Context: an optimization exercise on an open-source flow, tuned for a short achievable clock period and few clock cycles. The choices shown serve that exercise and are no tape-out recipe.
Only simulation tests tie the RTL to the original design; equivalence was not proved.
Power figures rest on the tool's default switching activity, not on a simulated workload.

Design Microprocesador, start of the top module:
module Microprocesador(
    input CLK,
    input Reset,
    output [31:0] imem_addr,
    input  [31:0] imem_rdata,
    output [31:0] dmem_addr,
    output [31:0] dmem_wdata,
    output [3:0]  dmem_wstrb,
    input  [31:0] dmem_rdata
    );
Size: about 8800 cells after synthesis, ~170 I/O pins.
==> module rv_fetch, before the edit <==
module rv_fetch (
    input  [11:2] fpc,
    input  [31:0] ins,
    output        taken,
    output [11:2] next
    );
    wire        jal = (ins[6:0] == 7'b1101111);
    wire        bbk = (ins[6:0] == 7'b1100011) && (ins[31] || ins[12]);
    wire [11:2] off = ins[3] ? {ins[20], ins[30:25], ins[24:22]} : {ins[7], ins[30:25], ins[11:9]};
    wire [11:2] t   = fpc + off;
    wire [11:2] n4  = fpc + 10'd1;
    assign taken = jal | bbk;
    assign next  = ({10{taken}} & t) | ({10{~taken}} & n4);
endmodule
Settings: LEC_CHECK=0, ABC_CLOCK_PERIOD_IN_PS=3000, CAP_MARGIN=20, CORE_MARGIN=2, CORE_UTILIZATION=40, PLACE_DENSITY=0.6, SETUP_SLACK_MARGIN=5, SLEW_MARGIN=20, SYNTH_HIERARCHICAL=1, TNS_END_PERCENT=100; clock period 11.0 ns.
standard.sh (not shown) runs the stock make flow with config.mk's settings and CLKGATE_MAP_FILE= SYNTH_SCRIPT=/design/flow/synth_recipe.tcl, a recipe that flattens the netlist after the stock synthesis.
==> flow/flow/run.sh <==
#!/bin/bash
# The standard layout (standard.sh), in two calls:
#  1. the standard synthesis, unchanged;
#  2. floorplan to final layout, with the timing repair steps aimed at a
#     tighter effective period than the SDC's (SETUP_SLACK_MARGIN), and the
#     delay cells (dlygate, dlymetal, clkdlybuf) added to the platform's
#     don't-use list, so that port buffers and repair use real buffers.
# The SDC, clock period and constraints are the standard flow's own and unchanged. Make's
# full output goes to synth_flow.log and layout_flow.log here; ORFS keeps each
# step's own log under orfs/logs.
set -euo pipefail
PLATFORM_DONT_USE="sky130_fd_sc_hd__probe_p_8 sky130_fd_sc_hd__probec_p_8 sky130_fd_sc_hd__lpflow_bleeder_1 sky130_fd_sc_hd__lpflow_clkbufkapwr_1 sky130_fd_sc_hd__lpflow_clkbufkapwr_16 sky130_fd_sc_hd__lpflow_clkbufkapwr_2 sky130_fd_sc_hd__lpflow_clkbufkapwr_4 sky130_fd_sc_hd__lpflow_clkbufkapwr_8 sky130_fd_sc_hd__lpflow_clkinvkapwr_1 sky130_fd_sc_hd__lpflow_clkinvkapwr_16 sky130_fd_sc_hd__lpflow_clkinvkapwr_2 sky130_fd_sc_hd__lpflow_clkinvkapwr_4 sky130_fd_sc_hd__lpflow_clkinvkapwr_8 sky130_fd_sc_hd__lpflow_decapkapwr_12 sky130_fd_sc_hd__lpflow_decapkapwr_3 sky130_fd_sc_hd__lpflow_decapkapwr_4 sky130_fd_sc_hd__lpflow_decapkapwr_6 sky130_fd_sc_hd__lpflow_decapkapwr_8 sky130_fd_sc_hd__lpflow_inputiso0n_1 sky130_fd_sc_hd__lpflow_inputiso0p_1 sky130_fd_sc_hd__lpflow_inputiso1n_1 sky130_fd_sc_hd__lpflow_inputiso1p_1 sky130_fd_sc_hd__lpflow_inputisolatch_1 sky130_fd_sc_hd__lpflow_isobufsrc_1 sky130_fd_sc_hd__lpflow_isobufsrc_16 sky130_fd_sc_hd__lpflow_isobufsrc_2 sky130_fd_sc_hd__lpflow_isobufsrc_4 sky130_fd_sc_hd__lpflow_isobufsrc_8 sky130_fd_sc_hd__lpflow_isobufsrckapwr_16 sky130_fd_sc_hd__lpflow_lsbuf_lh_hl_isowell_tap_1 sky130_fd_sc_hd__lpflow_lsbuf_lh_hl_isowell_tap_2 sky130_fd_sc_hd__lpflow_lsbuf_lh_hl_isowell_tap_4 sky130_fd_sc_hd__lpflow_lsbuf_lh_isowell_4 sky130_fd_sc_hd__lpflow_lsbuf_lh_isowell_tap_1 sky130_fd_sc_hd__lpflow_lsbuf_lh_isowell_tap_2 sky130_fd_sc_hd__lpflow_lsbuf_lh_isowell_tap_4"
bash standard.sh synth > synth_flow.log 2>&1
bash standard.sh "DONT_USE_CELLS=$PLATFORM_DONT_USE sky130_fd_sc_hd__dlygate* sky130_fd_sc_hd__dlymetal* sky130_fd_sc_hd__clkdlybuf*" \
  SETUP_SLACK_MARGIN=7.7 TNS_END_PERCENT=100 ABC_CLOCK_PERIOD_IN_PS=3000 finish > layout_flow.log 2>&1
Testbench counts at the start, summed over its fixed seeds: cycles 33,294.
Next try:
--- a/flow/design.v
+++ b/flow/design.v
@@ -755,17 +755,17 @@
     input  [31:0] ins,
     output        taken,
     output [11:2] next
     );
     wire        jal = (ins[6:0] == 7'b1101111);
     wire        bbk = (ins[6:0] == 7'b1100011) && (ins[31] || ins[12]);
-    wire [11:2] off = ins[3] ? {ins[20], ins[30:25], ins[24:22]} : {ins[7], ins[30:25], ins[11:9]};
-    wire [11:2] t   = fpc + off;
+    wire [11:2] tJ  = fpc + {ins[20], ins[30:22]};
+    wire [11:2] tB  = fpc + {ins[7], ins[30:25], ins[11:9]};
     wire [11:2] n4  = fpc + 10'd1;
     assign taken = jal | bbk;
-    assign next  = ({10{taken}} & t) | ({10{~taken}} & n4);
+    assign next  = ({10{jal}} & tJ) | ({10{bbk}} & tB) | ({10{!jal && !bbk}} & n4);
 endmodule
 module rv_rmux (
     input  [5:0]  k,
     input  [31:0] s0,
     input  [31:0] s1,
     input  [31:0] s2,
Outcome: Count of clock-buffer cells in the layout goes down by 25. Die area is about the same. Fmax went down by 3.3%. Wire length stays flat. Sequential power is about the same.
Testbench counts after the change, summed over its fixed seeds: cycles 33,294.

==> static timing again, ports no longer ideal <==
The flow's constraints put no driver on any port. The routed layouts listed below were extracted and timed again, unchanged, in two steps.
Step 1, drivers: a clkbuf_16 drives CLK and a buf_2 each remaining input, both assumed.
Step 2 moves the port delays by t, midway between the first and last clock arrival at a register: inputs arrive t later, outputs are due t later. That takes back most of the time a late clock gives input paths.
Slacks: ideal ports / drivers / drivers and shift; pairs: ideal ports / drivers.
run | t, ns | setup slack, ns | worst hold slack (ns) | worst setup path at the end | slew at the worst register clock pin (ns)
the first run | 0.939 | 7.175 / 7.175 / 6.359 | 0.328 / 0.328 / 0.328 | input to register | 0.07 / 0.07
the second run | 0.958 | 7.045 / 7.004 / 6.408 | 0.353 / 0.353 / 0.353 | input to register | 0.07 / 0.07
After both steps setup and hold are still met in every run listed. The setup slack of the first run, which loses most, moves by 0.000 ns with the drivers and by -0.816 ns with both steps.
